This is an optimization exercise on Yosys and OpenROAD, whose aim is small area, a short achievable clock period and few clock cycles, not a production implementation.
Where RTL was checked, it was by simulation tests only, not by an equivalence proof against the original.

// divider
module divider(clk,
	       reset,
	       srcA,
	       srcB,
	       rob_ptr_in,
	       prf_ptr_in,
	       is_signed_div,
	       is_rem,
	       start_div,
	       y,
	       rob_ptr_out,
	       prf_ptr_out,
	       ready,
	       complete
	       );
Settings: LEC_CHECK=0, ABC_AREA=1, CAP_MARGIN=20, CORE_MARGIN=2, CORE_UTILIZATION=40, SETUP_SLACK_MARGIN=2.5, SLEW_MARGIN=20; clock period 6.0 ns.
standard.sh (not shown) runs the stock make flow with config.mk's settings and CLKGATE_MAP_FILE= SYNTH_SCRIPT=/design/flow/synth_recipe.tcl, a recipe that flattens the netlist after the stock synthesis.
==> flow/flow/run.sh <==
#!/bin/bash
# The standard layout, except that the port buffers are buf_2 cells in
# place of the clkdlybuf4s50_1 delay cells that buffer_ports picks by default.
# Each step's full output goes to a log file of its own in this folder.
set -euo pipefail
bash standard.sh synth > synth.log 2>&1
bash standard.sh "BUFFER_PORTS_ARGS=-buffer_cell sky130_fd_sc_hd__buf_2" finish > layout.log 2>&1
Testbench counts at the start, summed over its fixed seeds: cycles 19,775.
==> next run, changes <==
==> flow/run.sh (new file) <==
#!/bin/bash
# synth_recipe.tcl (not shown) runs the flow's synth.tcl, then flattens the netlist and writes it again
# the make line also repeats each setting of config.mk as NAME=value (left out here)
make -C /OpenROAD-flow-scripts/flow DESIGN_CONFIG=/design/flow/config.mk WORK_HOME=/design/flow/orfs CLKGATE_MAP_FILE= SYNTH_SCRIPT=/design/flow/synth_recipe.tcl finish
Settings changed: SETUP_SLACK_MARGIN 2.5 to 3.0.
removed: flow/flow/run.sh
removed: flow/standard.sh
The new run finished with timing, DRC and antenna clean.
Fmax climbs by 8.2%.
Routed wire length climbs by 10%.
Area after synthesis does not change.
Core utilization climbs by 6.7 points.
Via count climbs by 4.8%.
==> next run, changes <==
==> flow/flow/run.sh (new file) <==
#!/bin/bash
# The standard layout, except that the port buffers are buf_2 cells in
# place of the clkdlybuf4s50_1 delay cells that buffer_ports picks by default.
# Each step's full output goes to a log file of its own in this folder.
set -euo pipefail
bash standard.sh synth > synth.log 2>&1
bash standard.sh "BUFFER_PORTS_ARGS=-buffer_cell sky130_fd_sc_hd__buf_2" finish > layout.log 2>&1
==> flow/standard.sh (new file) <==
#!/bin/bash
# synth_recipe.tcl (not shown) runs the flow's synth.tcl, then flattens the netlist and writes it again
# the make line also repeats each setting of config.mk as NAME=value (left out here)
make -C /OpenROAD-flow-scripts/flow DESIGN_CONFIG=/design/flow/config.mk WORK_HOME=/design/flow/orfs CLKGATE_MAP_FILE= SYNTH_SCRIPT=/design/flow/synth_recipe.tcl "${@:-finish}"
removed: flow/run.sh
Outcome: Non-clock buffer count fell by 25; wire length falls by a few percent; count of clock-buffer cells in the layout is lower by 3; synthesized cell count is unchanged; sequential cell count is unchanged.

* * *

The RTL this note starts from:
==> flow/design.v <==
module shiftregbit(clk,reset,b,valid,out);
   input logic clk;
   input logic reset;
   input logic b;
   input logic valid;
   parameter W = 32;
   output logic [W-1:0] out;
   always_ff@(posedge clk)
     begin
	if(reset)
	  out <= 'd0;
	else if(valid)
	  out <= {out[W-2:0], b};
     end
endmodule
module divider(clk,
	       reset,
	       srcA,
	       srcB,
	       rob_ptr_in,
	       prf_ptr_in,
	       is_signed_div,
	       is_rem,
	       start_div,
	       y,
	       rob_ptr_out,
	       prf_ptr_out,
	       ready,
	       complete
	       );
   input logic clk;
   input logic reset;
   input logic [31:0] srcA;
   input logic [31:0] srcB;
   input logic [5-1:0] rob_ptr_in;
   input logic [6-1:0] prf_ptr_in;
   input logic 	      is_signed_div;
   input logic 	      is_rem;
   input logic 	      start_div;
   output logic [63:0] y;
   output logic [5-1:0] rob_ptr_out;
   output logic [6-1:0] prf_ptr_out;
   output logic        ready;
   output logic        complete;
   localparam logic [2:0] IDLE = 3'd0,
			  N1   = 3'd1,
			  N2   = 3'd2,
			  ITER = 3'd3,
			  FIX  = 3'd4,
			  DONE = 3'd5;
   logic [2:0] r_state, n_state;
   logic [31:0] r_R, n_R;    
   logic [33:0] r_D, n_D;    
   logic [31:0] r_Q, n_Q;    
   logic [5:0] 	r_cnt, n_cnt;  
   logic 	r_triv, n_triv;  
   logic 	r_bz, n_bz;      
   logic 	r_sa, n_sa, r_sb, n_sb, r_is_rem, n_is_rem;
   logic [5-1:0] r_rob_ptr, n_rob_ptr;
   logic [6-1:0] r_prf_ptr, n_prf_ptr;
   function automatic [5:0] lzc32(input [31:0] x);
      logic [15:0] z1; logic [15:0] c1;
      logic [7:0]  z2; logic [15:0] c2;
      logic [3:0]  z3; logic [11:0] c3;
      logic [1:0]  z4; logic [7:0]  c4;
      logic [4:0]  c5;
      integer i;
      begin
	 for (i = 0; i < 16; i = i + 1)
	   begin
	      z1[i] = !(x[2*i+1] | x[2*i]);
	      c1[i] = !x[2*i+1];
	   end
	 for (i = 0; i < 8; i = i + 1)
	   begin
	      z2[i] = z1[2*i+1] & z1[2*i];
	      c2[2*i +: 2] = z1[2*i+1] ? {1'b1, c1[2*i]} : {1'b0, c1[2*i+1]};
	   end
	 for (i = 0; i < 4; i = i + 1)
	   begin
	      z3[i] = z2[2*i+1] & z2[2*i];
	      c3[3*i +: 3] = z2[2*i+1] ? {1'b1, c2[4*i +: 2]} : {1'b0, c2[4*i+2 +: 2]};
	   end
	 for (i = 0; i < 2; i = i + 1)
	   begin
	      z4[i] = z3[2*i+1] & z3[2*i];
	      c4[4*i +: 4] = z3[2*i+1] ? {1'b1, c3[6*i +: 3]} : {1'b0, c3[6*i+3 +: 3]};
	   end
	 c5 = z4[1] ? {1'b1, c4[3:0]} : {1'b0, c4[7:4]};
	 lzc32 = (z4[1] & z4[0]) ? 6'd32 : {1'b0, c5};
      end
   endfunction
   function automatic [31:0] neg32(input [31:0] x, input c);
      logic [31:0] p;
      integer l, i;
      begin
	 p = x;
	 for (l = 0; l < 5; l = l + 1)
	   for (i = 0; i < 32; i = i + 1)
	     if (i[l])
	       p[i] = p[i] | p[((i >> (l+1)) << (l+1)) + (1 << l) - 1];
	 neg32 = x ^ ({p[30:0], 1'b0} & {32{c}});
      end
   endfunction
   function automatic [33:0] shl34(input [33:0] x, input [5:0] n, input f);
      integer l;
      begin
	 for (l = 0; l < 6; l = l + 1)
	   if (n[l])
	     x = (x << (1 << l)) | ~({34{1'b1}} << (1 << l)) & {34{f}};
	 shl34 = x;
      end
   endfunction
   logic 	idle, accept, negq;
   logic 	t_sa, t_sb;
   logic [6:0] 	t_k;
   logic [35:0] t_sum;
   logic 	t_n1;
   logic [31:0] t_neg;
   logic [34:0] t_diff;
   logic 	t_ge;
   always_ff@(posedge clk)
     begin
	if(reset)
	  r_state <= IDLE;
	else
	  r_state <= n_state;
	r_R <= n_R;
	r_D <= n_D;
	r_Q <= n_Q;
	r_cnt <= n_cnt;
	r_triv <= n_triv;
	r_bz <= n_bz;
	r_sa <= n_sa;
	r_sb <= n_sb;
	r_is_rem <= n_is_rem;
	r_rob_ptr <= n_rob_ptr;
	r_prf_ptr <= n_prf_ptr;
     end
   assign t_n1 = (r_state == N1) & r_sa;
   assign t_neg = neg32(r_R ^ {32{t_n1}}, t_n1 | (r_state == N2) | (r_state == FIX));
   always_comb
     begin
	negq = r_sa ^ r_sb;
	complete = (r_state == DONE) | ((r_state == N2) & r_triv & !r_sa);
	idle = (r_state == IDLE) | complete;
	ready = idle & !start_div;
	accept = idle & start_div;
	y = {r_R, r_is_rem ? r_R : r_Q};
	rob_ptr_out = r_rob_ptr;
	prf_ptr_out = r_prf_ptr;
	t_sa = is_signed_div & srcA[31];
	t_sb = is_signed_div & srcB[31];
	t_k = {1'b0, lzc32(r_D[31:0])} - {1'b0, lzc32(r_R)} + {6'd0, r_sa};
	t_sum = {3'd0, r_R, 1'b1} + {1'b1, ~r_D, !r_sb};
	t_diff = t_sum[35:1];
	t_ge = !t_diff[34];
	n_state = r_state;
	n_R = r_R;
	n_D = r_D;
	n_Q = r_Q;
	n_cnt = r_cnt;
	n_triv = r_triv;
	n_bz = r_bz;
	n_sa = r_sa;
	n_sb = r_sb;
	n_is_rem = r_is_rem;
	n_rob_ptr = r_rob_ptr;
	n_prf_ptr = r_prf_ptr;
	case (r_state)
	  N1:
	    begin
	       n_R = t_neg;
	       n_cnt = t_k[5:0];
	       n_triv = r_bz | t_k[6];
	       n_Q = r_bz ? {{31{!r_sa}}, 1'b1} : 32'd0;
	       n_state = N2;
	    end
	  N2:
	    begin
	       if (r_triv)
		 begin
		    n_R = t_neg;
		    n_state = r_sa ? DONE : IDLE;
		 end
	       else
		 begin
		    n_D = shl34(r_D, r_cnt, r_sb);
		    if (!t_ge)
		      n_state = r_sa ? FIX : DONE;
		    else
		      begin
			 n_Q = {32{negq}};
			 if (negq)
			   n_R = t_diff[31:0];
			 n_state = ITER;
		      end
		 end
	    end
	  ITER:
	    begin
	       if (t_ge)
		 n_R = t_diff[31:0];
	       n_Q = {r_Q[30:0], t_ge ^ negq};
	       n_D = r_D >> 1;
	       n_cnt = r_cnt - 6'd1;
	       if (r_cnt == 6'd0)
		 n_state = r_sa ? FIX : DONE;
	    end
	  FIX:
	    begin
	       n_R = t_neg;
	       n_state = DONE;
	    end
	  DONE:
	    n_state = IDLE;
	  default:
	    begin
	    end
	endcase
	if (accept)
	  begin
	     n_state = N1;
	     n_R = srcA ^ {32{t_sa}};
	     n_D = {2'd0, srcB ^ {32{t_sb}}};
	     n_bz = (srcB == 32'd0);
	     n_sa = t_sa;
	     n_sb = t_sb;
	     n_is_rem = is_rem;
	     n_rob_ptr = rob_ptr_in;
	     n_prf_ptr = prf_ptr_in;
	  end
     end
endmodule
export LEC_CHECK = 0
export CAP_MARGIN = 20
export CORE_MARGIN = 2
export CORE_UTILIZATION = 40
export SLEW_MARGIN = 20
create_clock -name core_clock -period 6.0 [get_ports {clk}]
run.sh (not shown) runs the stock make flow with config.mk's settings and CLKGATE_MAP_FILE= SYNTH_SCRIPT=/design/flow/synth_recipe.tcl, a recipe that flattens the netlist after the stock synthesis.
Stock flow here: none of the scripts above is used.
Edit:
SETUP_SLACK_MARGIN = 3.0   (was not set)
After rerunning:
- cell count grows by a little under a tenth
- cell area grows by about a fifth
- setup slack improved by 0.62 ns
- utilization grows by 7.0 points
- synthesized cell count is unchanged
Function was not checked in any run of this note: the RTL went through the layout flow alone.

* * *

== run 1 ==
Another version of the RTL of divider (not shown whole).
Size: roughly 1300 cells after synthesis, roughly 120 flip-flops.
// divider
module divider(clk,
	       reset,
	       srcA,
	       srcB,
	       rob_ptr_in,
	       prf_ptr_in,
	       is_signed_div,
	       is_rem,
	       start_div,
	       y,
	       rob_ptr_out,
	       prf_ptr_out,
	       ready,
	       complete
	       );
export LEC_CHECK = 0
export ABC_CLOCK_PERIOD_IN_PS = 3000
export CAP_MARGIN = 20
export CORE_MARGIN = 2
export CORE_UTILIZATION = 40
export SETUP_SLACK_MARGIN = 3.0
export SLEW_MARGIN = 20
create_clock -name core_clock -period 6.0 [get_ports {clk}]
Input changes introduced in run 2 (baseline for comparison: run 1):
-- flow/config.mk --
<<< run 1, line 8
export ABC_CLOCK_PERIOD_IN_PS = 3000
>>> run 2, line 8
export ABC_CLOCK_PERIOD_IN_PS = 3500
<<< run 1, line 12
export SETUP_SLACK_MARGIN = 3.0
>>> run 2, line 12
export SETUP_SLACK_MARGIN = 2.5
[summary]
- Count of cell instances traversed by the critical path: run 2 vs run 1 up 2
- Run 1 -> run 2: number of nets produced by synthesis delta 0, exact match
- Run 2 vs. run 1: detailed-route wire length fell 5.5%, die area about even.
- Run 2: ratio of cells with drive above 1 in the final layout lower than run 1
- Diff run 1 -> run 2: synthesis-to-layout area growth went down; sequential share of layout area went up; via count went down; area of combinational cells with multiple inputs went down.
- Run 2 ended up with a higher setup slack than run 1 did.
No functional check of the RTL was part of any run of this note.

* * *

divider, a different RTL version from the one above (not shown whole).
Size: about 160 I/O pins, roughly 12000 µm² of cells after synthesis.
Settings: LEC_CHECK=0, ABC_AREA=1, CAP_MARGIN=20, CORE_MARGIN=2, CORE_UTILIZATION=40, SLEW_MARGIN=20; clock period 6.0 ns.
The starting point produced a clean layout.
Next try:
- ABC_AREA: 1 -> default
=> Maximum frequency goes down by 2.0%; sequential share of layout area goes down by 2.5 points; setup slack is worse by 110 ps; cell area goes up by 12%; via count goes up by 19%.
No run of this note included a check of the RTL's function; only the layout flow was run.

* * *

divider, a different RTL version from the one above (not shown whole).
Size: roughly 1,600 cells after synthesis, ~120 flip-flops, ~160 I/O pins.
Settings: LEC_CHECK=0, CAP_MARGIN=20, CORE_MARGIN=2, CORE_UTILIZATION=40, SLEW_MARGIN=20; clock period 6.0 ns.
Next try:
Settings changed: SETUP_SLACK_MARGIN set to 3.0.
Design area increases by about 15%; die area does not change; area after synthesis stays the same; sequential share of layout area decreases by 2.9 points; worst setup slack is better by 0.93 ns; routed wire length increases by 11%; cell count increases by 5.6%; via count increases by about 7%; worst hold slack is better by 0.026 ns.
No run of this note included a check of the RTL's function; only the layout flow was run.

* * *

## oak
Another version of the RTL of divider (not shown whole).
Size: ~160 I/O pins, about 13000 sq um of cells after synthesis.
clock: 6.0 ns
lec_check: 0
abc_area: 1
cap_margin: 20
core_margin: 2
core_utilization: 40
setup_slack_margin: 3.5
slew_margin: 20
standard.sh (not shown) runs the stock make flow with config.mk's settings and CLKGATE_MAP_FILE= SYNTH_SCRIPT=/design/flow/synth_recipe.tcl, a recipe that flattens the netlist after the stock synthesis.
==> flow/flow/run.sh <==
#!/bin/bash
# The standard layout, except that the port buffers are buf_2 cells in
# place of the clkdlybuf4s50_1 delay cells that buffer_ports picks by default.
# Each step's full output goes to a log file of its own in this folder.
set -euo pipefail
bash standard.sh synth > synth.log 2>&1
bash standard.sh "BUFFER_PORTS_ARGS=-buffer_cell sky130_fd_sc_hd__buf_2" finish > layout.log 2>&1
oak finished all stages; the layout is clean.
Testbench counts of oak, summed over its fixed seeds: cycles 20,765.
Changes in pine relative to oak:
==> flow/run.sh (new file) <==
#!/bin/bash
# synth_recipe.tcl (not shown) runs the flow's synth.tcl, then flattens the netlist and writes it again
# the make line also repeats each setting of config.mk as NAME=value (left out here)
make -C /OpenROAD-flow-scripts/flow DESIGN_CONFIG=/design/flow/config.mk WORK_HOME=/design/flow/orfs CLKGATE_MAP_FILE= SYNTH_SCRIPT=/design/flow/synth_recipe.tcl finish
==> flow/config.mk <==
export PLATFORM = sky130hd
export DESIGN_NAME = divider
export DESIGN_NICKNAME = divider
export VERILOG_FILES = /design/flow/design.v
export SDC_FILE = /design/flow/constraint.sdc
export NUM_CORES = 4
export LEC_CHECK = 0
export CAP_MARGIN = 20
export CORE_MARGIN = 2
export CORE_UTILIZATION = 40
export SLEW_MARGIN = 20
removed: flow/flow/run.sh
removed: flow/standard.sh
[summary]
Both conditions hold for pine: the flow ran to the end and the final layout passed the timing, design-rule and antenna checks. oak finished end to end and its layout was clean on timing, DRC and antenna. pine has final cycle utilization of the critical path above what oak had. pine vs oak, met3 track utilization from global routing went down by 3.5 points. Multi-input gate count shrinks by more than a quarter when moving from oak to pine. Compared with oak, pine shows a die boundary height that is about 5% lower.
Relative to pine, the following input files were edited for birch:
-- flow/config.mk --
<<< pine, line 9
export CORE_MARGIN = 2
export CORE_UTILIZATION = 40
export SLEW_MARGIN = 20
>>> birch, line 9
export CORE_MARGIN = 2
export CORE_UTILIZATION = 40
export SETUP_SLACK_MARGIN = 3.0
export SLEW_MARGIN = 20
## What came out
- Total placed instance area delta for birch relative to pine: 140 sq um higher
- Of pine and birch, the run reporting the lower final standard cell utilization of the core was pine.
- What pine reported for detailed-route wire length on metal 1 has to be multiplied by 1.07 to get the figure for birch.
- Higher cell count goes to birch over pine.
- Max total number of vias across pine and birch: birch
- Summary: estimated wirelength of the detail-placed design, birch better than pine
- Compared with pine, birch shows final instance area higher by 14%.
- Comparing birch against pine, there is no change at all in number of cells produced by synthesis.
- Between birch and pine, it is birch whose footprint of the multi-input gates is higher, by about 10%.
Inputs modified between birch and maple:
-- flow/config.mk --
<<< birch, line 6
export NUM_CORES = 4
export LEC_CHECK = 0
export CAP_MARGIN = 20
export CORE_MARGIN = 2
>>> maple, line 6
export NUM_CORES = 4
export LEC_CHECK = 0
export ABC_AREA = 1
export CAP_MARGIN = 20
export CORE_MARGIN = 2
[summary]
Via count in maple vs birch: up 2983. Going from birch to maple, the post-placement cell count was found to have gone up by about 43%. Between birch and maple, the flow reports area after synthesis increasing by more than 10%. Diff birch -> maple: overall die area has increased; wire length on met3 has increased; final core utilization has decreased. Compared with birch, maple shows total core area higher by about 12%. Re maximum clock frequency: maple is 23% up on birch.

[port drivers added, routing unchanged]
No port has a modelled driver above. Below, the same layouts with a new extraction and two added sets of constraints. Step 1 sets driving cells, clkbuf_16 on the clock port and buf_2 on the other inputs (assumed; they add their load-dependent delay and slew). Step 2 also shifts input and output timing later by t, the mid clock arrival at the registers, as if the neighbouring blocks saw the same clock. a / b / c = ideal ports / drivers / drivers and shift; a / b = the first two.
| run | t (ns) | setup slack, ns | hold WS [ns] | worst setup path at the end | slew at the worst register clock pin (ns) |
|---|---|---|---|---|---|
| the first run of note 1 | 0.485 | 2.664 / 2.664 / 2.445 | 0.499 / 0.499 / 0.499 | input to register | 0.07 / 0.07 |
| the second run of note 1 | 0.476 | 2.918 / 2.918 / 2.580 | 0.502 / 0.502 / 0.502 | input to register | 0.06 / 0.06 |
| the third run of note 1 | 0.486 | 2.906 / 2.906 / 2.732 | 0.499 / 0.499 / 0.499 | input to register | 0.07 / 0.07 |
| the first run of note 2 | 0.471 | 1.930 / 1.883 / 1.970 | 0.521 / 0.521 / 0.521 | register to register | 0.06 / 0.06 |
| the second run of note 2 | 0.484 | 2.551 / 2.551 / 2.551 | 0.526 / 0.526 / 0.526 | register to register | 0.07 / 0.07 |
| run 1 | 0.481 | 1.137 / 1.137 / 1.137 | 0.543 / 0.543 / 0.543 | register to register | 0.06 / 0.06 |
| run 2 | 0.479 | 1.254 / 1.254 / 1.254 | 0.538 / 0.538 / 0.538 | register to register | 0.07 / 0.07 |
| the first run of note 4 | 0.481 | 0.362 / 0.389 / -0.092 | 0.511 / 0.511 / 0.511 | input to register | 0.06 / 0.06 |
| the second run of note 4 | 0.490 | 0.247 / 0.275 / -0.215 | 0.655 / 0.655 / 0.655 | input to register | 0.07 / 0.07 |
| the first run of note 5 | 0.482 | 0.377 / 0.406 / -0.076 | 0.593 / 0.593 / 0.593 | input to register | 0.07 / 0.07 |
| the second run of note 5 | 0.481 | 1.303 / 1.308 / 0.827 | 0.619 / 0.619 / 0.619 | input to register | 0.07 / 0.07 |
| oak | 0.502 | 3.082 / 3.082 / 3.082 | 0.592 / 0.592 / 0.592 | register to register | 0.07 / 0.07 |
| pine | 0.473 | 1.691 / 1.716 / 1.244 | 0.547 / 0.547 / 0.547 | input to register | 0.06 / 0.06 |
| birch | 0.480 | 2.271 / 2.284 / 1.804 | 0.536 / 0.536 / 0.536 | input to register | 0.07 / 0.07 |
| maple | 0.484 | 2.961 / 2.947 / 2.623 | 0.596 / 0.596 / 0.596 | input to register | 0.07 / 0.07 |
With both steps, setup timing fails in the first run of note 4, the second run of note 4 and the first run of note 5, where it was met with ideal ports. The setup slack of the second run of note 5, which loses most, moves by +0.005 ns with the drivers and by -0.476 ns with both steps.
